Source: an optimization exercise on an open RTL-to-GDS flow (aim: small area, a short achievable clock period and few clock cycles per item). Production flows keep margins and buffers that such runs may drop.
Where RTL was checked, it was by simulation tests only, not by an equivalence proof against the original.
The RTL of runs 4 and 5 was laid out without a check of its function.
In every run shown here, the design's own scripts or RTL, not TritonCTS, make the clock network.
The clock input has no modelled driver; a real chip could not lean on it and would need a root buffer or a full tree.
Power figures rest on the tool's default switching activity, not on a simulated workload.

### flow/flow/abc_area.script
strash
dch
dch
map -B 0.9
topo
stime -c
buffer -c
upsize -c
dnsize -c
### flow/flow/cts_one_buffer.tcl
# Clock tree of one level: the clock port drives ONE_CLKGROUPS (1, 2 or 4)
# clock buffers, each placed at the centre of its group of flip-flops (the
# flip-flops split at the median x, then at the median y).
set cts_block [ord::get_db_block]
set cts_dbu [$cts_block getDbUnitsPerMicron]
set cts_net [[$cts_block findBTerm $::env(ONE_CLKPORT)] getNet]
set cts_netname [$cts_net getName]
set cts_sinks {}
foreach it [$cts_net getITerms] {
  set bb [[$it getInst] getBBox]
  lappend cts_sinks [list [expr {([$bb xMin] + [$bb xMax]) / 2.0 / $cts_dbu}] \
    [expr {([$bb yMin] + [$bb yMax]) / 2.0 / $cts_dbu}] \
    "[[$it getInst] getName]/[[$it getMTerm] getName]"]
}
proc cts_split {sinks idx} {
  set s [lsort -real -index $idx $sinks]
  set h [expr {[llength $s] / 2}]
  return [list [lrange $s 0 [expr {$h - 1}]] [lrange $s $h end]]
}
set cts_groups [list $cts_sinks]
if {$::env(ONE_CLKGROUPS) >= 2} { set cts_groups [cts_split $cts_sinks 0] }
if {$::env(ONE_CLKGROUPS) >= 4} {
  set g {}
  foreach grp $cts_groups { lappend g {*}[cts_split $grp 1] }
  set cts_groups $g
}
set cts_i 0
foreach grp $cts_groups {
  set x 0.0
  set y 0.0
  set pins {}
  foreach s $grp {
    set x [expr {$x + [lindex $s 0]}]
    set y [expr {$y + [lindex $s 1]}]
    lappend pins [get_pins [lindex $s 2]]
  }
  set x [expr {$x / [llength $grp]}]
  set y [expr {$y / [llength $grp]}]
  set buf [sta::sta_to_db_inst [insert_buffer -buffer_cell $::env(ONE_CLKBUF) \
    -net $cts_netname -load_pins $pins -location [list $x $y] \
    -buffer_name clkbuf_one_$cts_i -net_name clknet_one_$cts_i]]
  foreach it [$buf getITerms] {
    if {[$it isOutputSignal]} {
      [$it getNet] setSigType CLOCK
      puts "cts_one_buffer: [$buf getName] at $x $y drives [llength $grp] sinks on [[$it getNet] getName]"
    }
  }
  incr cts_i
}
set_propagated_clock [all_clocks]
### flow/flow/run.sh
#!/bin/bash
# Standard layout, with four changes: the smallest buffer on the ports,
# an ABC mapping script of its own (flow/abc_area.script),
# adders left to ABC (no full/half-adder cells), and a clock tree of one
# level of clock buffers (flow/cts_one_buffer.tcl) in place of TritonCTS.
set -euo pipefail
rm -rf scripts
cp -r "$FLOW_HOME/scripts" scripts
cp flow/abc_area.script scripts/abc_area.script
python3 - <<'PY'
p = 'scripts/cts.tcl'
s = open(p).read()
old = 'log_cmd clock_tree_synthesis {*}$cts_args'
assert old in s
s = s.replace(old, 'source $::env(ONE_CTS_TCL)')
open(p, 'w').write(s)
PY
export SCRIPTS_DIR="$PWD/scripts"
export ONE_CTS_TCL="$PWD/flow/cts_one_buffer.tcl"
export ONE_CLKPORT=clk
export ONE_CLKBUF=sky130_fd_sc_hd__clkbuf_16
export ONE_CLKGROUPS=2
export BUFFER_PORTS_ARGS="-buffer_cell sky130_fd_sc_hd__buf_1"
export ADDER_MAP_FILE=
bash standard.sh > standard.log 2>&1
### flow/standard.sh
#!/bin/bash
# synth_recipe.tcl (not shown) runs the flow's synth.tcl, then flattens the netlist and writes it again
# the make line also repeats each setting of config.mk as NAME=value (left out here)
make -C /OpenROAD-flow-scripts/flow DESIGN_CONFIG=/design/flow/config.mk WORK_HOME=/design/flow/orfs CLKGATE_MAP_FILE= SYNTH_SCRIPT=/design/flow/synth_recipe.tcl "${@:-finish}"
### flow/design.v
`timescale 1ns / 1ps
`default_nettype none
module reorder(
    input  wire clk,
    input  wire rst,
    output wire  [9:0] granule_ch0_read_addr,
    input  wire [17:0] granule_ch0_read_data,
    output wire        granule_ch0_write_enable,
    output wire  [9:0] granule_ch0_write_addr,
    output wire [17:0] granule_ch0_write_data,
    output wire  [9:0] granule_ch1_read_addr,
    input  wire [17:0] granule_ch1_read_data,
    output wire        granule_ch1_write_enable,
    output wire  [9:0] granule_ch1_write_addr,
    output wire [17:0] granule_ch1_write_data,
    input  wire  [1:0] header_sampling_frequency,
    input  wire  [1:0] sideinfo_ch0_block_type,
    input  wire        sideinfo_ch0_window_switching_flag,
    input  wire        sideinfo_ch0_mixed_block_flag,
    input  wire  [1:0] sideinfo_ch1_block_type,
    input  wire        sideinfo_ch1_window_switching_flag,
    input  wire        sideinfo_ch1_mixed_block_flag,
    input  wire        stage_ready,
    output wire        stage_done
    );
	reg [9:0] idx;       
	reg [9:0] src;       
	reg [1:0] win;       
	reg [3:0] band;      
	reg [5:0] hm1;       
	reg       go;        
	reg       act;       
	reg       busy;      
	reg       done;
	reg [9:0] waddr;     
	reg       perm0, perm1;    
	wire [6:0] wm1  = {hm1, 1'b1};
	wire       win2 = win[1];
	wire       band_end = win2 & (src[7:1] == idx[7:1]);
	wire [9:0] step = win2 ? {2'b11, ~wm1, 1'b1} : {3'd0, wm1};
	wire [9:0] idx_inc;
	wire [9:0] src_sum;
	prefix_add10 inc_i (.a(idx), .b(10'd0), .ci(1'b1), .s(idx_inc));
	prefix_add10 add_s (.a(src), .b(step), .ci(~win2), .s(src_sum));
	reg [5:0] next_hm1;
	always @(*) begin
		case ({header_sampling_frequency[1], header_sampling_frequency[1] ? 1'b0 : header_sampling_frequency[0], band})
			{2'd0, 4'd0}: next_hm1 = 6'd1;
			{2'd0, 4'd1}: next_hm1 = 6'd1;
			{2'd0, 4'd2}: next_hm1 = 6'd1;
			{2'd0, 4'd3}: next_hm1 = 6'd2;
			{2'd0, 4'd4}: next_hm1 = 6'd3;
			{2'd0, 4'd5}: next_hm1 = 6'd4;
			{2'd0, 4'd6}: next_hm1 = 6'd5;
			{2'd0, 4'd7}: next_hm1 = 6'd6;
			{2'd0, 4'd8}: next_hm1 = 6'd8;
			{2'd0, 4'd9}: next_hm1 = 6'd10;
			{2'd0, 4'd10}: next_hm1 = 6'd14;
			{2'd0, 4'd11}: next_hm1 = 6'd27;
			{2'd1, 4'd0}: next_hm1 = 6'd1;
			{2'd1, 4'd1}: next_hm1 = 6'd1;
			{2'd1, 4'd2}: next_hm1 = 6'd1;
			{2'd1, 4'd3}: next_hm1 = 6'd2;
			{2'd1, 4'd4}: next_hm1 = 6'd2;
			{2'd1, 4'd5}: next_hm1 = 6'd4;
			{2'd1, 4'd6}: next_hm1 = 6'd5;
			{2'd1, 4'd7}: next_hm1 = 6'd6;
			{2'd1, 4'd8}: next_hm1 = 6'd7;
			{2'd1, 4'd9}: next_hm1 = 6'd9;
			{2'd1, 4'd10}: next_hm1 = 6'd12;
			{2'd1, 4'd11}: next_hm1 = 6'd32;
			{2'd2, 4'd0}: next_hm1 = 6'd1;
			{2'd2, 4'd1}: next_hm1 = 6'd1;
			{2'd2, 4'd2}: next_hm1 = 6'd1;
			{2'd2, 4'd3}: next_hm1 = 6'd2;
			{2'd2, 4'd4}: next_hm1 = 6'd3;
			{2'd2, 4'd5}: next_hm1 = 6'd5;
			{2'd2, 4'd6}: next_hm1 = 6'd7;
			{2'd2, 4'd7}: next_hm1 = 6'd9;
			{2'd2, 4'd8}: next_hm1 = 6'd12;
			{2'd2, 4'd9}: next_hm1 = 6'd16;
			{2'd2, 4'd10}: next_hm1 = 6'd20;
			{2'd2, 4'd11}: next_hm1 = 6'd5;
			default: next_hm1 = 6'd1;
		endcase
	end
	wire [9:0] src_next  = band_end ? idx_inc : src_sum;
	wire [3:0] band_next = band + {3'd0, band_end};
	wire short0 = sideinfo_ch0_window_switching_flag & (sideinfo_ch0_block_type == 2'd2);
	wire short1 = sideinfo_ch1_window_switching_flag & (sideinfo_ch1_block_type == 2'd2);
	wire ge3 = (band >= 4'd3);
	always @(posedge clk) begin
		waddr <= idx;
		go    <= ~rst & (stage_ready | (go & (idx != 10'd574)));
		act   <= ~rst & (stage_ready | go);
		busy  <= ~rst & (stage_ready | act);
		done  <= ~rst & act & ~go;
		perm0 <= short0 & (~sideinfo_ch0_mixed_block_flag | ge3);
		perm1 <= short1 & (~sideinfo_ch1_mixed_block_flag | ge3);
		if (go) begin
			idx   <= idx_inc;
			src   <= src_next;
			win   <= win2 ? 2'd0 : win + 2'd1;
			band  <= band_next;
			if (band_end)
				hm1 <= next_hm1;
		end else begin
			idx   <= {9'd0, stage_ready};
			src   <= {7'd0, stage_ready, 2'd0};
			win   <= {1'b0, stage_ready};
			band  <= 4'd0;
			hm1   <= 6'd1;
		end
	end
	assign granule_ch0_read_addr = perm0 ? src : idx;
	assign granule_ch1_read_addr = perm1 ? src : idx;
	assign granule_ch0_write_enable = busy;
	assign granule_ch1_write_enable = busy;
	assign granule_ch0_write_addr = waddr;
	assign granule_ch1_write_addr = waddr;
	assign granule_ch0_write_data = granule_ch0_read_data;
	assign granule_ch1_write_data = granule_ch1_read_data;
	assign stage_done = done;
endmodule
module prefix_add10(
    input  wire [9:0] a,
    input  wire [9:0] b,
    input  wire       ci,
    output wire [9:0] s
    );
	wire [9:0] p = a ^ b;
	wire [9:0] g = a & b;
	reg  [9:0] G, P, Gn, Pn;
	integer i, l;
	always @(*) begin
		G = g;
		P = p;
		G[0] = g[0] | (p[0] & ci);
		for (l = 1; l < 16; l = l * 2) begin
			Gn = G;
			Pn = P;
			for (i = 0; i < 10; i = i + 1)
				if ((i / l) % 2 == 1) begin
					Gn[i] = G[i] | (P[i] & G[(i / l) * l - 1]);
					Pn[i] = P[i] & P[(i / l) * l - 1];
				end
			G = Gn;
			P = Pn;
		end
	end
	assign s = p ^ {G[8:0], ci};
endmodule
### flow/constraint.sdc
create_clock -name core_clock -period 4.0 [get_ports {clk}]
set_input_delay 0.8000 -clock core_clock [delete_from_list [all_inputs] [get_ports {clk}]]
set_output_delay 0.8000 -clock core_clock [all_outputs]
set_load 0.01 [all_outputs]
### flow/config.mk
export PLATFORM = sky130hd
export DESIGN_NAME = reorder
export DESIGN_NICKNAME = reorder
export VERILOG_FILES = /design/flow/design.v
export SDC_FILE = /design/flow/constraint.sdc
export NUM_CORES = 4
export LEC_CHECK = 0
export ABC_AREA = 1
export CAP_MARGIN = 20
export CORE_MARGIN = 2
export CORE_UTILIZATION = 60
export GPL_TIMING_DRIVEN = 0
export PLACE_DENSITY = 0.8
export SETUP_SLACK_MARGIN = 2.1
export SLEW_MARGIN = 20
==> results of run 1 <==
==> final cells by class, without the clock buffers <==
| cell class | instances | share of cell area [%] |
|---|---|---|
| timing repair buffer | 90 | 10.3 |
| sequential | 48 | 29.0 |
| multi-input combinational | 261 | 38.7 |
| inverter | 55 | 6.25 |
| buffer | 55 | 12.2 |
| tap | 54 | 2.03 |
==> synthesized netlist by cell type, types with 2 or more instances <==
cell type,instances
nand2_1,104
inv_1,49
buf_4,48
dfxtp_1,48
o21ai_0,35
nor2_1,34
a21oi_1,20
nand3_1,19
clkbuf_1,6
nand3_2,6
xor2_1,6
inv_2,5
nand4_1,3
nor3_1,3
o2111ai_1,3
o211ai_1,3
o21ai_1,3
o22ai_1,3
a21o_1,2
nor2_2,2
nor4_1,2
==> power groups by stage <==
stage / Combinational (W) / Clock, W / Sequential [W]
3_5_place_dp: 0.000197 / 0 / 0.000532
5_1_grt: 0.000228 / 0.000228 / 0.000525
6_report: 0.000202 / 0.000215 / 0.000522
3_3_place_gp: 0.000194 / 0 / 0.000531
2_1_floorplan: 0.000149 / 0 / 0.000527
4_1_cts: 0.000198 / 0.000216 / 0.000521
==> critical path, stage by stage (launching register included) <==
cell and delay (ns):
dfxtp_1 0.34, buf_2 0.19, o21ai_0 0.21, buf_1 0.17
==> stage by stage <==
stage                     std cells  hold slack (ns)
final                           565            0.357
after global routing            565            0.365
after CTS                       565            0.355
after detailed placement        563            0.337
after global placement          563            0.336
after floorplan                 419            0.331
==> how the worst min path moves through the flow <==
stage / to / startpoint / cells after the start / slack (ns)
final: waddr[8] / idx[8] / 0 / 0.36
after floorplan: waddr[8] / idx[8] / 0 / 0.33
after global placement: waddr[8] / idx[8] / 0 / 0.34
after detailed placement: waddr[8] / idx[8] / 0 / 0.34
after global routing: waddr[8] / idx[8] / 0 / 0.36
after CTS: waddr[8] / idx[8] / 0 / 0.35
==> registers in the layout (all words and copies together) (netlist names) <==
signal and flops:
win 2, waddr 10, perm0 1, idx 10
src 10, busy 1, act 1, hm1 6
band 4, perm1 1, done 1, go 1
==> logic make-up (layout without fill, tap and decap cells) <==
family,after synthesis,in the layout
AND/OR/NAND/NOR,178,178
buffers and inverters,110,202
AO/OA/AOI/OAI,77,77
flip-flops,48,48
XOR/XNOR,6,6
==> what timing repair did <==
action / 4_1_cts / 5_1_grt
hold endpoints to repair: 0 / 0
gates cloned: 0 / 0
hold buffers: 0 / 0
gates resized for setup: 4 / 25
endpoints found under the setup margin: 20 / 27
==> placed cells by master (no fill, tap or decap), types with 2 or more instances in the layout <==
cell type	synthesis	final
nand3_2	6	6
nor2_2	2	2
inv_2	5	5
buf_1	0	86
o211ai_1	3	3
o21ai_1	3	11
nor3_1	3	3
o22ai_1	3	3
dfxtp_1	48	45
nand4_1	3	3
dfxtp_2	0	3
clkbuf_2	0	4
o2111ai_1	3	3
nand2_4	1	2
clkbuf_1	6	2
clkbuf_16	0	2
a21o_1	2	2
buf_2	0	2
xor2_1	6	6
o21ai_0	35	27
buf_4	48	50
nand3_1	19	19
a21oi_1	20	20
inv_1	49	49
nand2_1	104	104
nor2_1	34	34
==> layer usage <==
layer | track usage (%) | routed length, um
met4 | 3.09 | 57
met1 | 32.5 | 2760
met3 | 1.38 | 497
met5 | 0 | 0
met2 | 44.5 | 3170
==> run summary, run 1 <==
# TYPE chip_impl_metric gauge
chip_impl_metric{name="finalClockSkew",unit="ns"} 0.00466
chip_impl_metric{name="postLayoutCellArea",unit="um^2"} 3320
chip_impl_info{name="netlist.top_cell.by_area",value="dfxtp_1"} 1
chip_impl_metric{name="power.share.clock",unit="%"} 22.9
chip_impl_metric{name="buffer_count_from_post_cts_setup_fixing",unit=""} 0
chip_impl_metric{name="wl_per_cell",unit="um"} 11.5
chip_impl_info{name="regToRegStartpoint",value="win[1]"} 1
chip_impl_metric{name="critPathMaxFanout",unit=""} 10
chip_impl_metric{name="place_worst_setup_slack",unit="ns"} 2.12
chip_impl_metric{name="antenna_left",unit=""} 0
chip_impl_metric{name="share_of_the_synthesized_netlist_area_taken_by_xor_and_xnor_gates",unit="%"} 1.85
chip_impl_metric{name="grt_pass1_vias",unit=""} 2510
chip_impl_info{name="r2r_end",value="src[7]"} 1
chip_impl_metric{name="floorplan.initialDensity",unit="%"} 61.3
chip_impl_metric{name="synthesis.instances",unit=""} 419
chip_impl_metric{name="synth_warnings",unit=""} 2
chip_impl_metric{name="totalWireLength",unit="mm"} 6.48
chip_impl_metric{name="die_area",unit="um^2"} 5290
chip_impl_metric{name="synth-adder-area-share",unit="%"} 0
chip_impl_metric{name="overall_die_height",unit="um"} 72.8
chip_impl_metric{name="synth-edff-count",unit=""} 0
chip_impl_info{name="dominantRegCellSynth",value="dfxtp_1"} 1
chip_impl_metric{name="remaining_drc_errors",unit=""} 0
chip_impl_metric{name="layout.area.seq",unit="um^2"} 965
chip_impl_metric{name="timing.final.crit_period",unit="ns"} 1.87
chip_impl_info{name="synth.area.top_cells",value="dfxtp_1 (34%), nand2_1 (14%), buf_4 (13%)"} 1
chip_impl_info{name="critical_path_endpoint_category",value="primary output"} 1
chip_impl_metric{name="power.leakage",unit="nW"} 1.58
chip_impl_metric{name="timing_max_transition_violations_final",unit=""} 0
chip_impl_metric{name="routabilityCongestion",unit=""} 0.891
chip_impl_metric{name="grt.overflow.total",unit=""} 0
chip_impl_metric{name="grt_use_total",unit="%"} 24.4
chip_impl_metric{name="grt_max_degree",unit=""} 25
chip_impl_metric{name="r2r_setup_slack",unit="ns"} 2.27
chip_impl_metric{name="synth_simple_gate_area_share",unit="%"} 27.3
chip_impl_metric{name="grt_antenna_before_repair",unit=""} 0
chip_impl_metric{name="syn_to_final_growth",unit="%"} 17.1
chip_impl_metric{name="netSwitchingFraction",unit="%"} 28.1
chip_impl_metric{name="post-synth-top-area-fraction",unit="%"} 33.9
chip_impl_metric{name="setup_slack",unit="ns"} 2.13
chip_impl_metric{name="drtIter0Drc",unit=""} 213
chip_impl_metric{name="floorplan.io_pins",unit=""} 128
chip_impl_metric{name="post_synth_mux_area_share",unit="%"} 0
chip_impl_metric{name="synthArstFlopShare",unit="%"} 0
chip_impl_metric{name="layout.core_utilization",unit="%"} 71.8
chip_impl_metric{name="internal_power",unit="W"} 0.000676
chip_impl_info{name="crit_path_start_kind",value="register"} 1
chip_impl_info{name="combinational_family_with_the_most_area_after_synthesis",value="simple AND/OR/NAND/NOR gates"} 1
chip_impl_metric{name="p_comb_share",unit="%"} 21.5
chip_impl_info{name="critical_path.endpoint",value="granule_ch1_read_addr[5]"} 1
chip_impl_metric{name="viasPerCell",unit=""} 5.11
chip_impl_metric{name="ir_drop",unit="uV"} 270
chip_impl_metric{name="max_slew_margin",unit="%"} 63.1
chip_impl_metric{name="port_buffers",unit=""} 90
chip_impl_metric{name="cts.reportedPaths.clkPinSlew",unit="ns"} 0.09
chip_impl_metric{name="dpl_cell_area",unit="um^2"} 3240
chip_impl_info{name="outcome",value="timing/DRC/antenna clean"} 1
chip_impl_metric{name="number_of_register_bits_inferred_by_synthesis",unit=""} 48
chip_impl_metric{name="clkLatencyLatePin",unit="ns"} 0.16
chip_impl_metric{name="cap_violations",unit=""} 0
chip_impl_metric{name="synth_compound_gate_area_share",unit="%"} 15.7
chip_impl_metric{name="setup_total_negative_slack",unit="ns"} 0
chip_impl_metric{name="timing.final.setup_violations",unit=""} 0
chip_impl_metric{name="power-per-cell-area",unit="nW/um^2"} 283
chip_impl_metric{name="routed-via-count",unit=""} 2885
chip_impl_metric{name="finalPower",unit="W"} 0.000940
chip_impl_metric{name="drt_pre_antenna_iters",unit=""} 4
chip_impl_metric{name="critPathArrivalTime",unit="ns"} 1.07
chip_impl_metric{name="worst-slew-pin-transition",unit="ns"} 0.554
chip_impl_metric{name="fp.coreArea",unit="um^2"} 4630
chip_impl_metric{name="global_route_wire_length_before_repair",unit="mm"} 10.8
chip_impl_metric{name="sequential_area_share_after_synthesis",unit="%"} 33.9
chip_impl_metric{name="area_of_combinational_cells_with_multiple_inputs",unit="um^2"} 1280
chip_impl_info{name="grt_setup_unrepaired",value="yes"} 1
chip_impl_info{name="critPathKind",value="reg2out"} 1
chip_impl_metric{name="total_switching_power",unit="W"} 0.000264
chip_impl_metric{name="row_count",unit=""} 25
chip_impl_info{name="worstHoldPathType",value="reg2reg"} 1
chip_impl_metric{name="final-hold-violation-count",unit=""} 0
chip_impl_metric{name="power.share.sequential",unit="%"} 55.6
chip_impl_metric{name="hpwl",unit="mm"} 5.11
chip_impl_metric{name="timing.fmax",unit="GHz"} 0.536
chip_impl_metric{name="layout-drive-gt1-share",unit="%"} 16.2
chip_impl_metric{name="layout.filler_cells",unit=""} 407
chip_impl_metric{name="min_period_over_period",unit="%"} 46.6
chip_impl_metric{name="num_antenna_cells",unit=""} 0
chip_impl_metric{name="syn-cell-area",unit="um^2"} 2840
chip_impl_metric{name="synthesis.nets",unit=""} 468
chip_impl_metric{name="worstRegToRegCells",unit=""} 10
chip_impl_metric{name="synth_area_per_cell",unit="um^2"} 6.77
chip_impl_metric{name="worstPathRequired",unit="ns"} 3.20
chip_impl_metric{name="synth_cell_type_count",unit=""} 36
chip_impl_metric{name="finalNetCount",unit=""} 562
chip_impl_info{name="cp-startpoint",value="perm1"} 1
chip_impl_metric{name="die_w",unit="um"} 72.8
Testbench counts, summed over its fixed seeds: cycles 73,728, granules 128.
==> run 2: changes to the inputs <==
--- a/flow/config.mk
+++ b/flow/config.mk
@@ -9,7 +9,7 @@
 export CAP_MARGIN = 20
 export CORE_MARGIN = 2
 export CORE_UTILIZATION = 60
-export GPL_TIMING_DRIVEN = 0
+export GPL_ROUTABILITY_DRIVEN = 0
 export PLACE_DENSITY = 0.8
 export SETUP_SLACK_MARGIN = 2.1
 export SLEW_MARGIN = 20
==> run summary, run 2 <==
# TYPE chip_impl_metric gauge
chip_impl_metric{name="overall_die_height",unit="um"} 72.8
chip_impl_info{name="netlist.top_cell.by_area",value="dfxtp_1"} 1
chip_impl_metric{name="critPathMaxFanout",unit=""} 5
chip_impl_metric{name="finalPower",unit="W"} 0.000877
chip_impl_metric{name="power-per-cell-area",unit="nW/um^2"} 313
chip_impl_metric{name="die_area",unit="um^2"} 5290
chip_impl_metric{name="worst-slew-pin-transition",unit="ns"} 0.667
chip_impl_metric{name="row_count",unit=""} 25
chip_impl_metric{name="port_buffers",unit=""} 55
chip_impl_metric{name="critical_path.n_buffers_inverters",unit=""} 2
chip_impl_metric{name="num_antenna_cells",unit=""} 0
chip_impl_metric{name="finalClockSkew",unit="ns"} 0.00863
chip_impl_metric{name="grt_use_total",unit="%"} 22.4
chip_impl_metric{name="cts.reportedPaths.clkPinSlew",unit="ns"} 0.09
chip_impl_info{name="synth.area.top_cells",value="dfxtp_1 (34%), nand2_1 (14%), buf_4 (13%)"} 1
chip_impl_metric{name="grt_pass1_vias",unit=""} 2200
chip_impl_metric{name="syn_to_final_growth",unit="%"} -1.37
chip_impl_info{name="crit_path_start_kind",value="register"} 1
chip_impl_metric{name="wl_per_cell",unit="um"} 12.8
chip_impl_metric{name="critPathArrivalTime",unit="ns"} 1.00
chip_impl_metric{name="synthArstFlopShare",unit="%"} 0
chip_impl_metric{name="fp.coreArea",unit="um^2"} 4630
chip_impl_metric{name="hold-worst-slack",unit="ns"} 0.361
chip_impl_metric{name="synth_area_per_cell",unit="um^2"} 6.77
chip_impl_metric{name="global_route_wire_length_before_repair",unit="mm"} 9.83
chip_impl_metric{name="layout-drive-gt1-share",unit="%"} 7.82
chip_impl_metric{name="routed-via-count",unit=""} 2586
chip_impl_metric{name="timing.critical_path.slowest_cell_delay",unit="ns"} 0.41
chip_impl_metric{name="holdBufCountCts",unit=""} 0
chip_impl_info{name="worstPathCellList",value="inv_1 > o21ai_0 > buf_1"} 1
chip_impl_info{name="grt_setup_unrepaired",value="yes"} 1
chip_impl_metric{name="synthesis.instances",unit=""} 419
chip_impl_info{name="synth_most_common_cell",value="nand2_1"} 1
chip_impl_metric{name="die_w",unit="um"} 72.8
chip_impl_info{name="cpLargestDelayFamily",value="flip-flops"} 1
chip_impl_metric{name="layout.filler_cells",unit=""} 444
chip_impl_metric{name="synth-edff-count",unit=""} 0
chip_impl_metric{name="cap_violations",unit=""} 0
chip_impl_info{name="synthTopCellsByCount",value="nand2_1 (104), inv_1 (49), buf_4 (48), dfxtp_1 (48), o21ai_0 (35)"} 1
chip_impl_info{name="layout_top_registers",value="idx: 10 flops, src: 10 flops, waddr: 10 flops"} 1
chip_impl_metric{name="number_of_register_bits_inferred_by_synthesis",unit=""} 48
chip_impl_metric{name="antenna_left",unit=""} 0
chip_impl_metric{name="post-synth-top-area-fraction",unit="%"} 33.9
chip_impl_metric{name="totalWireLength",unit="mm"} 6.09
chip_impl_info{name="dominantRegCellSynth",value="dfxtp_1"} 1
chip_impl_info{name="outcome",value="timing/DRC/antenna clean"} 1
chip_impl_metric{name="ir_drop",unit="uV"} 294
chip_impl_info{name="crit_slowest_cell",value="dfxtp_1"} 1
chip_impl_metric{name="drtIter0Drc",unit=""} 166
chip_impl_metric{name="timing_max_transition_violations_final",unit=""} 0
chip_impl_metric{name="timing.fmax",unit="GHz"} 0.554
chip_impl_metric{name="critical_path_depth",unit=""} 3
chip_impl_metric{name="sequential_area_share_after_synthesis",unit="%"} 33.9
chip_impl_metric{name="synth_cell_type_count",unit=""} 36
chip_impl_metric{name="grt_antenna_before_repair",unit=""} 0
chip_impl_info{name="critical_path_endpoint_category",value="primary output"} 1
chip_impl_metric{name="clkLatencyLatePin",unit="ns"} 0.16
chip_impl_info{name="critPathKind",value="reg2out"} 1
chip_impl_metric{name="worstRegToRegCells",unit=""} 9
chip_impl_metric{name="viasPerCell",unit=""} 5.43
chip_impl_metric{name="timing.final.setup_violations",unit=""} 0
chip_impl_metric{name="floorplan.initialDensity",unit="%"} 61.3
chip_impl_metric{name="synthesis.nets",unit=""} 468
chip_impl_metric{name="worst_hold_path.num_cells",unit=""} 0
chip_impl_metric{name="grt.overflow.total",unit=""} 0
chip_impl_info{name="layout.cells.most_common_list",value="nand2_1 (104), buf_1 (54), inv_1 (49), dfxtp_1 (40), o21ai_0 (35)"} 1
chip_impl_metric{name="timing.final.crit_period",unit="ns"} 1.80
chip_impl_metric{name="final-hold-violation-count",unit=""} 0
chip_impl_metric{name="floorplan.io_pins",unit=""} 128
chip_impl_metric{name="power.leakage",unit="nW"} 1.25
chip_impl_info{name="worstHoldPathType",value="reg2reg"} 1
chip_impl_metric{name="syn-cell-area",unit="um^2"} 2840
chip_impl_metric{name="setup_total_negative_slack",unit="ns"} 0
chip_impl_metric{name="max_slew_margin",unit="%"} 55.5
chip_impl_metric{name="min_period_over_period",unit="%"} 45.1
chip_impl_info{name="final_common_cell",value="nand2_1"} 1
chip_impl_metric{name="remaining_drc_errors",unit=""} 0
chip_impl_metric{name="grt_max_degree",unit=""} 25
chip_impl_metric{name="worstPathRequired",unit="ns"} 3.20
chip_impl_metric{name="drt_pre_antenna_iters",unit=""} 5
chip_impl_metric{name="finalNetCount",unit=""} 473
chip_impl_metric{name="synth_warnings",unit=""} 2
chip_impl_metric{name="hpwl",unit="mm"} 4.77
## run 2: report_power, final
group / leakage, nW / internal (W) / switching (W)
Combinational: 0.834 / 0.0000494 / 0.0000873
Sequential: 0.395 / 0.000497 / 0.0000306
Clock: 0.0246 / 0.0000918 / 0.000121
Total: 1.25 / 0.000638 / 0.000239
## run 2: cells by family (layout without fill, tap and decap cells)
group | after synthesis | count (layout) | share of synthesized area, %
simple gates | 178 | 178 | 27.3
buf+inv | 110 | 113 | 21.2
compound gates | 77 | 77 | 15.7
flops | 48 | 48 | 33.9
xor+xnor | 6 | 6 | 1.85
## run 2: what timing repair did
item / CTS / global route
hold endpoints to repair: 0 / 0
gates resized for setup: 3 / 10
pin swaps: 0 / 1
buffers inserted: 0 / 1
endpoints found under the setup margin: 36 / 33
## run 2: layout make-up, without the clock buffers
cell class	instances	area, um^2	area share (%)
tap	54	67.6	2.42
multi-input combinational	261	1280	45.7
sequential	48	978	35.0
inverter	55	208	7.42
timing repair buffer	56	215	7.69
## run 2: path summary, 6_finish.rpt
path	startpoint	to	slack, ns
max	idx[2]	granule_ch0_read_addr[2]	2.20
min	idx[8]	waddr[8]	0.36
max reg2reg	src[1]	band[3]	2.27
min reg2reg	idx[8]	waddr[8]	0.36
## run 2: stage by stage
step	worst slack [ns]	utilization [%]	cell area, um^2	instances
finish	2.20	60.4	2800	476
global placement	2.07	58.7	2720	473
floorplan	2.28	-	2840	419
detailed placement	1.95	58.7	2720	473
CTS	2.14	59.8	2770	475
global route	2.07	60.4	2800	476
## run 2: worst reg2reg max path, cell delays in order (launching register included)
cell      delay [ns]
dfxtp_1         0.43
inv_1           0.10
nand2_1         0.07
nand2_1         0.05
nor4_1          0.33
nand2_2         0.22
clkinv_2        0.18
nand3_2         0.10
o21ai_1         0.13
nor2_1          0.06
## run 2: layer usage
| layer | share of wire (%) | vias up | GRT usage, % |
|---|---|---|---|
| li1 | - | 1312 | - |
| met1 | 43 | 1159 | 29.5 |
| met2 | 48 | 97 | 38.8 |
| met3 | 8.2 | 18 | 3.04 |
| met4 | 1.6 | 0 | 5.76 |
| met5 | 0 | - | 0 |
==> run 3: changes to the inputs <==
--- a/flow/flow/run.sh
+++ b/flow/flow/run.sh
@@ -18,8 +18,8 @@
 export SCRIPTS_DIR="$PWD/scripts"
 export ONE_CTS_TCL="$PWD/flow/cts_one_buffer.tcl"
 export ONE_CLKPORT=clk
-export ONE_CLKBUF=sky130_fd_sc_hd__clkbuf_16
-export ONE_CLKGROUPS=2
+export ONE_CLKBUF=sky130_fd_sc_hd__clkbuf_8
+export ONE_CLKGROUPS=4
 export BUFFER_PORTS_ARGS="-buffer_cell sky130_fd_sc_hd__buf_1"
 export ADDER_MAP_FILE=
 bash standard.sh > standard.log 2>&1
--- a/flow/config.mk
+++ b/flow/config.mk
@@ -9,7 +9,6 @@
 export CAP_MARGIN = 20
 export CORE_MARGIN = 2
 export CORE_UTILIZATION = 60
-export GPL_ROUTABILITY_DRIVEN = 0
 export PLACE_DENSITY = 0.8
 export SETUP_SLACK_MARGIN = 2.1
 export SLEW_MARGIN = 20
==> run summary, run 3 <==
# TYPE chip_impl_metric gauge
chip_impl_info{name="crit_path_start_kind",value="register"} 1
chip_impl_info{name="regToRegStartpoint",value="src[1]"} 1
chip_impl_metric{name="worst_hold_path.num_cells",unit=""} 0
chip_impl_metric{name="cts.reportedPaths.clkPinSlew",unit="ns"} 0.08
chip_impl_metric{name="hold-worst-slack",unit="ns"} 0.359
chip_impl_metric{name="worstRegToRegCells",unit=""} 9
chip_impl_metric{name="synthesis.instances",unit=""} 419
chip_impl_metric{name="floorplan.io_pins",unit=""} 128
chip_impl_metric{name="timing.fmax",unit="GHz"} 0.555
chip_impl_info{name="synth.area.top_cells",value="dfxtp_1 (34%), nand2_1 (14%), buf_4 (13%)"} 1
chip_impl_metric{name="sequential_area_share_after_synthesis",unit="%"} 33.9
chip_impl_metric{name="layout-drive-gt1-share",unit="%"} 7.78
chip_impl_metric{name="grt_max_degree",unit=""} 21
chip_impl_info{name="crit_slowest_cell",value="dfxtp_1"} 1
chip_impl_info{name="combinational_family_with_the_most_area_after_synthesis",value="simple AND/OR/NAND/NOR gates"} 1
chip_impl_metric{name="worst-slew-pin-transition",unit="ns"} 0.640
chip_impl_info{name="worstHoldPathType",value="reg2reg"} 1
chip_impl_metric{name="timing.critical_path.slowest_cell_delay",unit="ns"} 0.42
chip_impl_info{name="hold_ep",value="waddr[8]"} 1
chip_impl_info{name="layout_top_registers",value="idx: 10 flops, src: 10 flops, waddr: 10 flops"} 1
chip_impl_metric{name="floorplan.initialDensity",unit="%"} 61.3
chip_impl_metric{name="synth-edff-count",unit=""} 0
chip_impl_metric{name="routabilityCongestion",unit=""} 0.909
chip_impl_info{name="layout.cells.most_common_list",value="nand2_1 (104), buf_1 (55), inv_1 (49), dfxtp_1 (41)"} 1
chip_impl_info{name="grt_setup_unrepaired",value="yes"} 1
chip_impl_metric{name="share_of_the_synthesized_netlist_area_taken_by_xor_and_xnor_gates",unit="%"} 1.85
chip_impl_metric{name="viasPerCell",unit=""} 5.44
chip_impl_metric{name="routed-via-count",unit=""} 2600
chip_impl_metric{name="layout.core_utilization",unit="%"} 60.5
chip_impl_info{name="synthTopCellsByCount",value="nand2_1 (104), inv_1 (49), buf_4 (48), dfxtp_1 (48), o21ai_0 (35)"} 1
chip_impl_metric{name="worstPathRequired",unit="ns"} 3.20
chip_impl_metric{name="number_of_register_bits_inferred_by_synthesis",unit=""} 48
chip_impl_metric{name="wirelength_met1",unit="mm"} 2.68
chip_impl_metric{name="detailroute.wirelength.met2",unit="mm"} 2.99
chip_impl_metric{name="die_w",unit="um"} 72.8
chip_impl_metric{name="power-per-cell-area",unit="nW/um^2"} 314
chip_impl_metric{name="timing_max_transition_violations_final",unit=""} 0
chip_impl_metric{name="syn_to_final_growth",unit="%"} -1.28
chip_impl_metric{name="grt_use_total",unit="%"} 22.9
chip_impl_metric{name="grt_pass1_vias",unit=""} 2217
chip_impl_metric{name="grt.overflow.total",unit=""} 0
chip_impl_metric{name="hpwl",unit="mm"} 4.77
chip_impl_metric{name="post-synth-top-area-fraction",unit="%"} 33.9
chip_impl_info{name="synth_most_common_cell",value="nand2_1"} 1
chip_impl_metric{name="holdBufCountCts",unit=""} 0
chip_impl_metric{name="finalClockSkew",unit="ns"} 0.00993
chip_impl_metric{name="setup_total_negative_slack",unit="ns"} 0
chip_impl_metric{name="num_antenna_cells",unit=""} 0
chip_impl_info{name="top_signal_layer_used",value="met4"} 1
chip_impl_metric{name="synthArstFlopShare",unit="%"} 0
chip_impl_metric{name="r2r_setup_slack",unit="ns"} 2.26
chip_impl_info{name="outcome",value="timing/DRC/antenna clean"} 1
chip_impl_metric{name="timing.final.setup_violations",unit=""} 0
chip_impl_metric{name="synth_cell_type_count",unit=""} 36
chip_impl_info{name="hold_crit_start",value="idx[8]"} 1
chip_impl_metric{name="power.leakage",unit="nW"} 1.25
chip_impl_info{name="final_common_cell",value="nand2_1"} 1
chip_impl_metric{name="finalNetCount",unit=""} 475
chip_impl_metric{name="synth_compound_gate_area_share",unit="%"} 15.7
chip_impl_metric{name="route.met3.wl",unit="um"} 420
chip_impl_metric{name="critPathArrivalTime",unit="ns"} 1.00
chip_impl_metric{name="overall_die_height",unit="um"} 72.8
chip_impl_metric{name="ir_drop",unit="uV"} 178
chip_impl_metric{name="totalWireLength",unit="mm"} 6.20
chip_impl_metric{name="synth_warnings",unit=""} 2
chip_impl_metric{name="critPathMaxFanout",unit=""} 5
chip_impl_metric{name="post_synth_mux_area_share",unit="%"} 0
chip_impl_info{name="critical_path_endpoint_category",value="primary output"} 1
chip_impl_info{name="critPathKind",value="reg2out"} 1
chip_impl_metric{name="min_period_over_period",unit="%"} 45.0
chip_impl_metric{name="grt_antenna_before_repair",unit=""} 0
chip_impl_metric{name="max_slew_margin",unit="%"} 57.2
chip_impl_info{name="dominantRegCellSynth",value="dfxtp_1"} 1
chip_impl_metric{name="die_area",unit="um^2"} 5290
chip_impl_metric{name="final-hold-violation-count",unit=""} 0
chip_impl_metric{name="clkLatencyLatePin",unit="ns"} 0.14
chip_impl_metric{name="row_count",unit=""} 25
chip_impl_metric{name="syn-cell-area",unit="um^2"} 2840
chip_impl_metric{name="drt_pre_antenna_iters",unit=""} 5
chip_impl_info{name="worstPathCellList",value="inv_1 > o21ai_0 > buf_1"} 1
chip_impl_metric{name="timing.final.crit_period",unit="ns"} 1.80
chip_impl_info{name="netlist.top_cell.by_area",value="dfxtp_1"} 1
chip_impl_metric{name="fp.coreArea",unit="um^2"} 4630
chip_impl_metric{name="cap_violations",unit=""} 0
chip_impl_metric{name="synth_simple_gate_area_share",unit="%"} 27.3
chip_impl_metric{name="antenna_left",unit=""} 0
chip_impl_info{name="r2r_end",value="band[3]"} 1
chip_impl_metric{name="drtIter0Drc",unit=""} 184
chip_impl_metric{name="remaining_drc_errors",unit=""} 0
chip_impl_metric{name="synth_area_per_cell",unit="um^2"} 6.77
chip_impl_metric{name="synthesis.nets",unit=""} 468
chip_impl_metric{name="port_buffers",unit=""} 55
chip_impl_metric{name="global_route_wire_length_before_repair",unit="mm"} 9.98
chip_impl_metric{name="synth-adder-area-share",unit="%"} 0
chip_impl_metric{name="wl_per_cell",unit="um"} 13.0
## run 3: worst max-delay path by stage
stage	startpoint	endpoint	slack [ns]	cells past startpoint
floorplan	granule_ch0_read_data[0]	granule_ch0_write_data[0]	2.28	1
global placement	win[1]	src[3]	2.07	9
global route	idx[2]	src[9]	2.09	11
finish	idx[5]	granule_ch1_read_addr[5]	2.20	3
detailed placement	win[1]	src[3]	1.95	9
CTS	win[1]	band[3]	2.15	9
## run 3: power by group
part	leakage, nW	total, W	internal [W]	switching [W]
sequential	0.395	0.000528	0.000497	0.0000310
clock	0.0288	0.000213	0.0000917	0.000121
combinational	0.831	0.000138	0.0000494	0.0000885
## run 3: per-stage QoR
step / worst slack, ns / area [um^2] / instances / total power, W
after global placement: 2.07 / 2720 / 473 / 0.000669
after floorplan: 2.28 / 2840 / 419 / 0.000676
after CTS: 2.15 / 2780 / 477 / 0.000878
final: 2.20 / 2800 / 478 / 0.000879
after detailed placement: 1.95 / 2720 / 473 / 0.000673
after global routing: 2.09 / 2800 / 478 / 0.000925
## run 3: worst max-delay path: cells and delay by family, from the launching register on
family | cells | cell delay [ns]
flip-flops | 1 | 0.42
buffers and inverters | 2 | 0.29
AO/OA/AOI/OAI | 1 | 0.16
## run 3: area by class of cell, without the clock buffers
type	instances	area [um^2]
well taps	54	67.6
multi-input cells	261	1280
fillers	438	1830
repair buffers	56	214
flip-flops and latches	48	977
inverters	55	208
## run 3: kinds of logic (layout without fill, tap and decap cells)
logic type	count (synthesis)	in the layout
simple gates	178	178
compound gates	77	77
flops	48	48
xor+xnor	6	6
buf+inv	110	115
## run 3: per-layer routing
layer | vias to the layer above | track usage (%)
met5 | - | 0
met4 | 0 | 6.17
met3 | 20 | 3.04
met2 | 95 | 39.6
met1 | 1169 | 30.0
li1 | 1316 | -
## run 3: repair_timing
action                                  CTS  global route
cloned                                    0             0
buffers inserted                          0             1
endpoints found under the setup margin   36            26
pin swaps                                 0             1
resized for setup                         3             9
endpoints found under the hold margin     0             0
==> run 4: changes to the inputs <==
--- a/flow/design.v
+++ b/flow/design.v
@@ -91,7 +91,7 @@
 	wire ge3 = (band >= 4'd3);
 	always @(posedge clk) begin
 		waddr <= idx;
-		go    <= ~rst & (stage_ready | (go & (idx != 10'd574)));
+		go    <= ~rst & (stage_ready | (go & (waddr != 10'd573)));
 		act   <= ~rst & (stage_ready | go);
 		busy  <= ~rst & (stage_ready | act);
 		done  <= ~rst & act & ~go;
--- a/flow/flow/run.sh
+++ b/flow/flow/run.sh
@@ -18,8 +18,8 @@
 export SCRIPTS_DIR="$PWD/scripts"
 export ONE_CTS_TCL="$PWD/flow/cts_one_buffer.tcl"
 export ONE_CLKPORT=clk
-export ONE_CLKBUF=sky130_fd_sc_hd__clkbuf_8
-export ONE_CLKGROUPS=4
+export ONE_CLKBUF=sky130_fd_sc_hd__clkbuf_16
+export ONE_CLKGROUPS=2
 export BUFFER_PORTS_ARGS="-buffer_cell sky130_fd_sc_hd__buf_1"
 export ADDER_MAP_FILE=
 bash standard.sh > standard.log 2>&1
==> run summary, run 4 <==
# TYPE chip_impl_metric gauge
chip_impl_info{name="outcome",value="timing/DRC/antenna clean"} 1
chip_impl_metric{name="post-synth-top-area-fraction",unit="%"} 33.7
chip_impl_info{name="crit_path_start_kind",value="register"} 1
chip_impl_info{name="critical_path_endpoint_category",value="primary output"} 1
chip_impl_metric{name="num_antenna_cells",unit=""} 0
chip_impl_metric{name="sequential_area_share_after_synthesis",unit="%"} 33.7
chip_impl_info{name="synth_most_common_cell",value="nand2_1"} 1
chip_impl_metric{name="ir_drop",unit="uV"} 235
chip_impl_metric{name="post-place-cells",unit=""} 480
chip_impl_metric{name="port_buffers",unit=""} 55
chip_impl_metric{name="synth_area_per_cell",unit="um^2"} 6.70
chip_impl_info{name="layout.cells.most_common_list",value="nand2_1 (101), buf_1 (55), inv_1 (49), dfxtp_1 (38), o21ai_0 (37)"} 1
chip_impl_metric{name="number_of_register_bits_inferred_by_synthesis",unit=""} 48
chip_impl_metric{name="synth_warnings",unit=""} 2
chip_impl_metric{name="layout-drive-gt1-share",unit="%"} 9.95
chip_impl_metric{name="overall_die_height",unit="um"} 72.9
chip_impl_metric{name="synthesis.nets",unit=""} 474
chip_impl_metric{name="critPathArrivalTime",unit="ns"} 1.00
chip_impl_metric{name="floorplan.initialDensity",unit="%"} 61.1
chip_impl_metric{name="layout.cells.non_filler",unit=""} 486
chip_impl_metric{name="finalClockSkew",unit="ns"} 0.00614
chip_impl_metric{name="synth_compound_gate_area_share",unit="%"} 15.8
chip_impl_metric{name="grt_max_degree",unit=""} 25
chip_impl_metric{name="timing.final.setup_violations",unit=""} 0
chip_impl_metric{name="holdBufCountCts",unit=""} 0
chip_impl_metric{name="setup_total_negative_slack",unit="ns"} 0
chip_impl_info{name="grt_setup_unrepaired",value="yes"} 1
chip_impl_metric{name="syn_to_final_growth",unit="%"} 0.220
chip_impl_metric{name="cap_violations",unit=""} 0
chip_impl_metric{name="timing_max_transition_violations_final",unit=""} 0
chip_impl_metric{name="antenna_left",unit=""} 0
chip_impl_metric{name="remaining_drc_errors",unit=""} 0
chip_impl_metric{name="die_area",unit="um^2"} 5320
chip_impl_metric{name="hpwl",unit="mm"} 4.77
chip_impl_info{name="cpLargestDelayFamily",value="flip-flops"} 1
chip_impl_metric{name="max_slew_margin",unit="%"} 50.5
chip_impl_metric{name="timing.fmax",unit="GHz"} 0.556
chip_impl_metric{name="cts.reportedPaths.clkPinSlew",unit="ns"} 0.09
chip_impl_info{name="dominantRegCellSynth",value="dfxtp_1"} 1
chip_impl_metric{name="clkLatencyLatePin",unit="ns"} 0.16
chip_impl_info{name="layout_top_registers",value="idx: 10 flops, src: 10 flops, waddr: 10 flops"} 1
chip_impl_metric{name="finalNetCount",unit=""} 483
chip_impl_metric{name="synthArstFlopShare",unit="%"} 0
chip_impl_metric{name="drt_pre_antenna_iters",unit=""} 6
chip_impl_metric{name="worstPathRequired",unit="ns"} 3.20
chip_impl_metric{name="routed-via-count",unit=""} 2629
chip_impl_info{name="worstHoldPathType",value="reg2reg"} 1
chip_impl_metric{name="die_w",unit="um"} 72.9
chip_impl_metric{name="wl_per_cell",unit="um"} 12.7
chip_impl_metric{name="worst-slew-pin-transition",unit="ns"} 0.742
chip_impl_metric{name="global_route_wire_length_before_repair",unit="mm"} 9.72
chip_impl_metric{name="synth_cell_type_count",unit=""} 34
chip_impl_metric{name="totalWireLength",unit="mm"} 6.17
chip_impl_metric{name="grt_use_total",unit="%"} 22.3
chip_impl_metric{name="critPathMaxFanout",unit=""} 5
chip_impl_metric{name="floorplan.io_pins",unit=""} 128
chip_impl_metric{name="viasPerCell",unit=""} 5.41
chip_impl_metric{name="post_synth_mux_area_share",unit="%"} 0
chip_impl_metric{name="min_period_over_period",unit="%"} 44.9
chip_impl_metric{name="timing.critical_path.slowest_cell_delay",unit="ns"} 0.38
chip_impl_metric{name="syn-cell-area",unit="um^2"} 2850
chip_impl_metric{name="hold-worst-slack",unit="ns"} 0.382
chip_impl_metric{name="grt_pass1_vias",unit=""} 2222
chip_impl_metric{name="synthesis.instances",unit=""} 425
chip_impl_metric{name="share_of_the_synthesized_netlist_area_taken_by_xor_and_xnor_gates",unit="%"} 1.54
chip_impl_info{name="worstPathCellList",value="inv_1 > o21ai_0 > buf_1"} 1
chip_impl_metric{name="fp.coreArea",unit="um^2"} 4660
chip_impl_metric{name="synth_simple_gate_area_share",unit="%"} 27.9
chip_impl_info{name="synthTopCellsByCount",value="nand2_1 (101), inv_1 (50), buf_4 (48), dfxtp_1 (48), o21ai_0 (38)"} 1
chip_impl_metric{name="grt_antenna_before_repair",unit=""} 0
chip_impl_metric{name="setup_slack",unit="ns"} 2.20
chip_impl_info{name="crit_slowest_cell",value="dfxtp_1"} 1
chip_impl_metric{name="routabilityCongestion",unit=""} 1.02
chip_impl_info{name="netlist.top_cell.by_area",value="dfxtp_1"} 1
chip_impl_info{name="synth.area.top_cells",value="dfxtp_1 (34%), nand2_1 (13%), buf_4 (13%)"} 1
chip_impl_metric{name="power.leakage",unit="nW"} 1.26
chip_impl_info{name="combinational_family_with_the_most_area_after_synthesis",value="simple AND/OR/NAND/NOR gates"} 1
chip_impl_metric{name="timing.final.crit_period",unit="ns"} 1.80
chip_impl_metric{name="synth-edff-count",unit=""} 0
chip_impl_info{name="final_common_cell",value="nand2_1"} 1
chip_impl_metric{name="drtIter0Drc",unit=""} 135
chip_impl_metric{name="critical_path.n_buffers_inverters",unit=""} 2
chip_impl_metric{name="grt.overflow.total",unit=""} 0
chip_impl_metric{name="synth-adder-area-share",unit="%"} 0
chip_impl_info{name="critPathKind",value="reg2out"} 1
chip_impl_metric{name="power-per-cell-area",unit="nW/um^2"} 313
chip_impl_metric{name="layout.filler_cells",unit=""} 432
chip_impl_metric{name="row_count",unit=""} 25
chip_impl_metric{name="place_worst_setup_slack",unit="ns"} 2.00
chip_impl_metric{name="final-hold-violation-count",unit=""} 0
run 4: changes by cell type after synthesis, moves of 3 or more:
cell and delta:
nand2_1 -3, nand2_2 +5, nand3_2 -3, o2111ai_1 -3, o21ai_0 +3, o21ai_1 -3
o22ai_1 +3
run 4: cell families (layout without fill, tap and decap cells):
| group | count (synthesis) | in the layout |
|---|---|---|
| simple gates | 182 | 182 |
| buf+inv | 112 | 119 |
| flops | 48 | 48 |
| compound gates | 78 | 78 |
| xor+xnor | 5 | 5 |
run 4: final timing paths:
| path | start | slack (ns) | depth (start not counted) | endpoint |
|---|---|---|---|---|
| setup / recovery | idx[5] | 2.20 | 3 | granule_ch1_read_addr[5] |
| setup reg to reg | idx[3] | 2.24 | 10 | src[7] |
| hold reg to reg | idx[0] | 0.38 | 0 | waddr[0] |
| hold / removal | idx[0] | 0.38 | 0 | waddr[0] |
run 4: per-layer routing:
layer / track usage, % / part of all wire, %
met5: 0 / 0
met4: 5.35 / 2.4
met2: 39.9 / 46
met3: 3.04 / 7.1
met1: 28.4 / 44
run 4: metrics by stage:
step	cell area, um^2	power, W	util (%)
6_report	2860	0.000894	61.3
2_1_floorplan	2850	0.000685	-
3_3_place_gp	2740	0.000683	58.8
3_5_place_dp	2740	0.000685	58.8
4_1_cts	2790	0.000887	59.9
5_1_grt	2860	0.000935	61.3
run 4: area by class of cell, without the clock buffers:
type | instances | area [um^2] | share of cell area, %
Timing Repair Buffer | 59 | 236 | 8.28
Sequential cell | 48 | 981 | 34.4
Tap cell | 54 | 67.6 | 2.37
Inverter | 58 | 218 | 7.62
Multi-Input combinational cell | 265 | 1300 | 45.6
run 4: what timing repair did:
action / CTS / global route
pin swaps: 0 / 3
endpoints found under the setup margin: 31 / 30
gates resized for setup: 3 / 15
buffers inserted: 0 / 4
gates cloned: 0 / 0
run 4: where the power goes:
group / internal [W] / switching, W
Sequential: 0.000499 / 0.0000312
Clock: 0.0000918 / 0.000121
Combinational: 0.0000568 / 0.0000946
Total: 0.000647 / 0.000247
==> run 5: changes to the inputs <==
--- a/flow/design.v
+++ b/flow/design.v
@@ -30,7 +30,6 @@
 	reg [5:0] hm1;       
 	reg       go;        
 	reg       act;       
-	reg       busy;      
 	reg       done;
 	reg [9:0] waddr;     
 	reg       perm0, perm1;    
@@ -91,9 +90,8 @@
 	wire ge3 = (band >= 4'd3);
 	always @(posedge clk) begin
 		waddr <= idx;
-		go    <= ~rst & (stage_ready | (go & (waddr != 10'd573)));
+		go    <= ~rst & (stage_ready | (go & (idx != 10'd574)));
 		act   <= ~rst & (stage_ready | go);
-		busy  <= ~rst & (stage_ready | act);
 		done  <= ~rst & act & ~go;
 		perm0 <= short0 & (~sideinfo_ch0_mixed_block_flag | ge3);
 		perm1 <= short1 & (~sideinfo_ch1_mixed_block_flag | ge3);
@@ -114,6 +112,7 @@
 	end
 	assign granule_ch0_read_addr = perm0 ? src : idx;
 	assign granule_ch1_read_addr = perm1 ? src : idx;
+	wire busy = act | done;
 	assign granule_ch0_write_enable = busy;
 	assign granule_ch1_write_enable = busy;
 	assign granule_ch0_write_addr = waddr;
==> run summary, run 5 <==
# TYPE chip_impl_metric gauge
chip_impl_info{name="outcome",value="timing/DRC/antenna clean"} 1
chip_impl_metric{name="power-per-cell-area",unit="nW/um^2"} 318
chip_impl_metric{name="finalClockSkew",unit="ns"} 0.00349
chip_impl_metric{name="max_slew_margin",unit="%"} 72.1
chip_impl_metric{name="floorplan.io_pins",unit=""} 128
chip_impl_metric{name="critical_path.n_buffers_inverters",unit=""} 2
chip_impl_info{name="dominantRegCellSynth",value="dfxtp_1"} 1
chip_impl_metric{name="timing.final.setup_violations",unit=""} 0
chip_impl_metric{name="syn-cell-area",unit="um^2"} 2870
chip_impl_metric{name="syn_to_final_growth",unit="%"} -1.39
chip_impl_metric{name="global_route_wire_length_before_repair",unit="mm"} 10.2
chip_impl_metric{name="remaining_drc_errors",unit=""} 0
chip_impl_metric{name="post-synth-top-area-fraction",unit="%"} 32.8
chip_impl_metric{name="min_period_over_period",unit="%"} 45.6
chip_impl_metric{name="setup_total_negative_slack",unit="ns"} 0
chip_impl_info{name="crit_path_start_kind",value="register"} 1
chip_impl_metric{name="synth_compound_gate_area_share",unit="%"} 15.6
chip_impl_info{name="cp-startpoint",value="idx[2]"} 1
chip_impl_metric{name="finalNetCount",unit=""} 468
chip_impl_info{name="regToRegStartpoint",value="idx[2]"} 1
chip_impl_metric{name="postLayoutCellArea",unit="um^2"} 2830
chip_impl_metric{name="synth_area_per_cell",unit="um^2"} 6.95
chip_impl_metric{name="post_cts_resized",unit=""} 4
chip_impl_metric{name="grt_pass1_vias",unit=""} 2267
chip_impl_metric{name="synthArstFlopShare",unit="%"} 0
chip_impl_metric{name="die_w",unit="um"} 73.2
chip_impl_metric{name="port_buffers",unit=""} 55
chip_impl_metric{name="sequential_area_share_after_synthesis",unit="%"} 32.8
chip_impl_metric{name="cap_violations",unit=""} 0
chip_impl_metric{name="ir_drop",unit="uV"} 253
chip_impl_metric{name="fp.coreArea",unit="um^2"} 4660
chip_impl_metric{name="timing.final.crit_period",unit="ns"} 1.82
chip_impl_metric{name="synth-adder-area-share",unit="%"} 0
chip_impl_metric{name="cts.reportedPaths.clkPinSlew",unit="ns"} 0.09
chip_impl_metric{name="row_count",unit=""} 25
chip_impl_metric{name="timing_max_transition_violations_final",unit=""} 0
chip_impl_metric{name="synth_warnings",unit=""} 2
chip_impl_info{name="cpLargestDelayFamily",value="flip-flops"} 1
chip_impl_metric{name="post_synth_mux_area_share",unit="%"} 0
chip_impl_info{name="layout.cells.most_common_list",value="nand2_1 (91), buf_1 (54), inv_1 (50), dfxtp_1 (41), o21ai_0 (39)"} 1
chip_impl_metric{name="synth_simple_gate_area_share",unit="%"} 28.5
chip_impl_metric{name="synthesis.instances",unit=""} 413
chip_impl_metric{name="dpl_cell_area",unit="um^2"} 2760
chip_impl_metric{name="timing.fmax",unit="GHz"} 0.548
chip_impl_metric{name="power.leakage",unit="nW"} 1.23
chip_impl_metric{name="share_of_the_synthesized_netlist_area_taken_by_xor_and_xnor_gates",unit="%"} 2.14
chip_impl_metric{name="layout-drive-gt1-share",unit="%"} 10.3
chip_impl_info{name="netlist.top_cell.by_area",value="dfxtp_1"} 1
chip_impl_metric{name="buffer_count_from_post_cts_setup_fixing",unit=""} 0
chip_impl_metric{name="overall_die_height",unit="um"} 73.2
chip_impl_metric{name="grt.overflow.total",unit=""} 0
chip_impl_info{name="synthTopCellsByCount",value="nand2_1 (91), inv_1 (50), buf_4 (47), dfxtp_1 (47), o21ai_0 (42)"} 1
chip_impl_metric{name="totalWireLength",unit="mm"} 6.17
chip_impl_metric{name="clkLatencyLatePin",unit="ns"} 0.16
chip_impl_metric{name="final-hold-violation-count",unit=""} 0
chip_impl_metric{name="die_area",unit="um^2"} 5360
chip_impl_metric{name="grt_antenna_before_repair",unit=""} 0
chip_impl_metric{name="drt_pre_antenna_iters",unit=""} 5
chip_impl_metric{name="critPathArrivalTime",unit="ns"} 1.02
chip_impl_info{name="final_common_cell",value="nand2_1"} 1
chip_impl_metric{name="timing.critical_path.slowest_cell_delay",unit="ns"} 0.39
chip_impl_info{name="worstPathCellList",value="inv_1 > o21ai_1 > clkbuf_2"} 1
chip_impl_metric{name="number_of_register_bits_inferred_by_synthesis",unit=""} 47
chip_impl_metric{name="synth-edff-count",unit=""} 0
chip_impl_metric{name="synthesis.nets",unit=""} 462
chip_impl_metric{name="grt_max_degree",unit=""} 25
chip_impl_metric{name="antenna_left",unit=""} 0
chip_impl_metric{name="routabilityCongestion",unit=""} 0.923
chip_impl_info{name="layout_top_registers",value="idx: 10 flops, src: 10 flops, waddr: 10 flops"} 1
chip_impl_metric{name="wl_per_cell",unit="um"} 13.1
chip_impl_metric{name="hpwl",unit="mm"} 4.68
chip_impl_info{name="synth.area.top_cells",value="dfxtp_1 (33%), buf_4 (12%), nand2_1 (12%)"} 1
chip_impl_info{name="hold_crit_start",value="idx[7]"} 1
chip_impl_metric{name="drtIter0Drc",unit=""} 136
chip_impl_metric{name="critPathMaxFanout",unit=""} 5
chip_impl_metric{name="routed-via-count",unit=""} 2554
chip_impl_info{name="grt_setup_unrepaired",value="yes"} 1
chip_impl_metric{name="floorplan.initialDensity",unit="%"} 61.6
chip_impl_info{name="crit_slowest_cell",value="dfxtp_1"} 1
chip_impl_info{name="critPathKind",value="reg2out"} 1
chip_impl_info{name="worstHoldPathType",value="reg2reg"} 1
chip_impl_info{name="synth_most_common_cell",value="nand2_1"} 1
chip_impl_metric{name="num_antenna_cells",unit=""} 0
chip_impl_metric{name="worst-slew-pin-transition",unit="ns"} 0.416
chip_impl_metric{name="grt_use_total",unit="%"} 23.3
chip_impl_metric{name="holdBufCountCts",unit=""} 0
chip_impl_info{name="critical_path_endpoint_category",value="primary output"} 1
chip_impl_metric{name="worstPathRequired",unit="ns"} 3.20
chip_impl_metric{name="viasPerCell",unit=""} 5.42
chip_impl_metric{name="synth_cell_type_count",unit=""} 44
chip_impl_info{name="combinational_family_with_the_most_area_after_synthesis",value="simple AND/OR/NAND/NOR gates"} 1
run 5: cell count changes after synthesis, moves of 3 or more:
cell / change
nand2_1: -10
nor2_1: -8
a21oi_1: -7
inv_2: -5
o21ai_0: +4
nand3_2: +3
nand4_1: +3
run 5: metrics by stage:
stage / total power (W) / cells / utilization (%) / hold slack, ns / worst slack, ns
finish: 0.000900 / 471 / 60.8 / 0.375 / 2.18
global route: 0.000944 / 471 / 60.8 / 0.394 / 2.09
CTS: 0.000899 / 471 / 60.4 / 0.375 / 2.11
detailed placement: 0.000690 / 469 / 59.2 / 0.362 / 1.97
global placement: 0.000689 / 469 / 59.2 / 0.359 / 2.05
floorplan: 0.000689 / 413 / - / 0.352 / 2.28
run 5: path summary, 6_finish.rpt:
check | to | cells after the start | slack (ns)
worst min-delay path | waddr[7] | 0 | 0.37
worst max register to register | src[3] | 9 | 2.27
worst min register to register | waddr[7] | 0 | 0.37
worst max-delay path | granule_ch1_read_addr[2] | 3 | 2.18
run 5: cell families (layout without fill, tap and decap cells):
| kind of cell | Yosys count | after routing |
|---|---|---|
| and+or+nand+nor | 173 | 173 |
| buffers and inverters | 109 | 113 |
| xor gates and xnor gates | 7 | 7 |
| AOI/OAI and AO/OA | 77 | 77 |
| DFF | 47 | 47 |
run 5: cell type report, without the clock buffers:
| cell class | count | area (um^2) |
|---|---|---|
| fill | 414 | 1830 |
| multi-input combinational | 257 | 1330 |
| sequential | 47 | 956 |
| timing repair buffer | 56 | 215 |
| inverter | 55 | 210 |
| tap | 54 | 67.6 |
run 5: routing by layer:
metal | routed length, um | global-route usage (%) | up-vias
met2 | 2940 | 40.6 | 104
met5 | 0 | 0 | -
met1 | 2660 | 30.5 | 1138
met4 | 119 | 5.35 | 0
li1 | - | - | 1297
met3 | 449 | 2.76 | 15
run 5: where the power goes:
group | internal, W | switching (W)
clock | 0.0000920 | 0.000124
combinational | 0.0000594 | 0.000108
sequential | 0.000488 | 0.0000294
total | 0.000639 | 0.000261

[separate check: timing with driven ports]
The results above use ideal ports. As a check the final layouts listed here were re-extracted and re-timed, cells and wires unchanged.
Step 1, drivers: a clkbuf_16 drives clk and a buf_2 each remaining input, both assumed.
Step 2 moves the port delays by t, midway between the first and last clock arrival at a register: inputs arrive t later, outputs are due t later. That takes back most of the time a late clock gives input paths.
a / b / c = no drivers / after step 1 / after step 2; a / b = the first two.
| run | t (ns) | slack for setup (ns) | clock arrival spread, ns | pins driven straight from the clock port |
|---|---|---|---|---|
| run 1 | 0.200 | 2.135 / 2.090 / 2.149 | 0.004 / 0.004 | 2 |
| run 2 | 0.202 | 2.196 / 2.148 / 2.197 | 0.009 / 0.009 | 2 |
| run 3 | 0.200 | 2.200 / 2.140 / 2.184 | 0.010 / 0.010 | 4 |
| run 4 | 0.203 | 2.203 / 2.154 / 2.244 | 0.006 / 0.006 | 2 |
| run 5 | 0.204 | 2.176 / 2.127 / 2.108 | 0.004 / 0.004 | 2 |
After both steps every run listed still meets setup and hold. The setup slack of run 5, which loses most, moves by -0.049 ns with the drivers and by -0.068 ns with both steps.
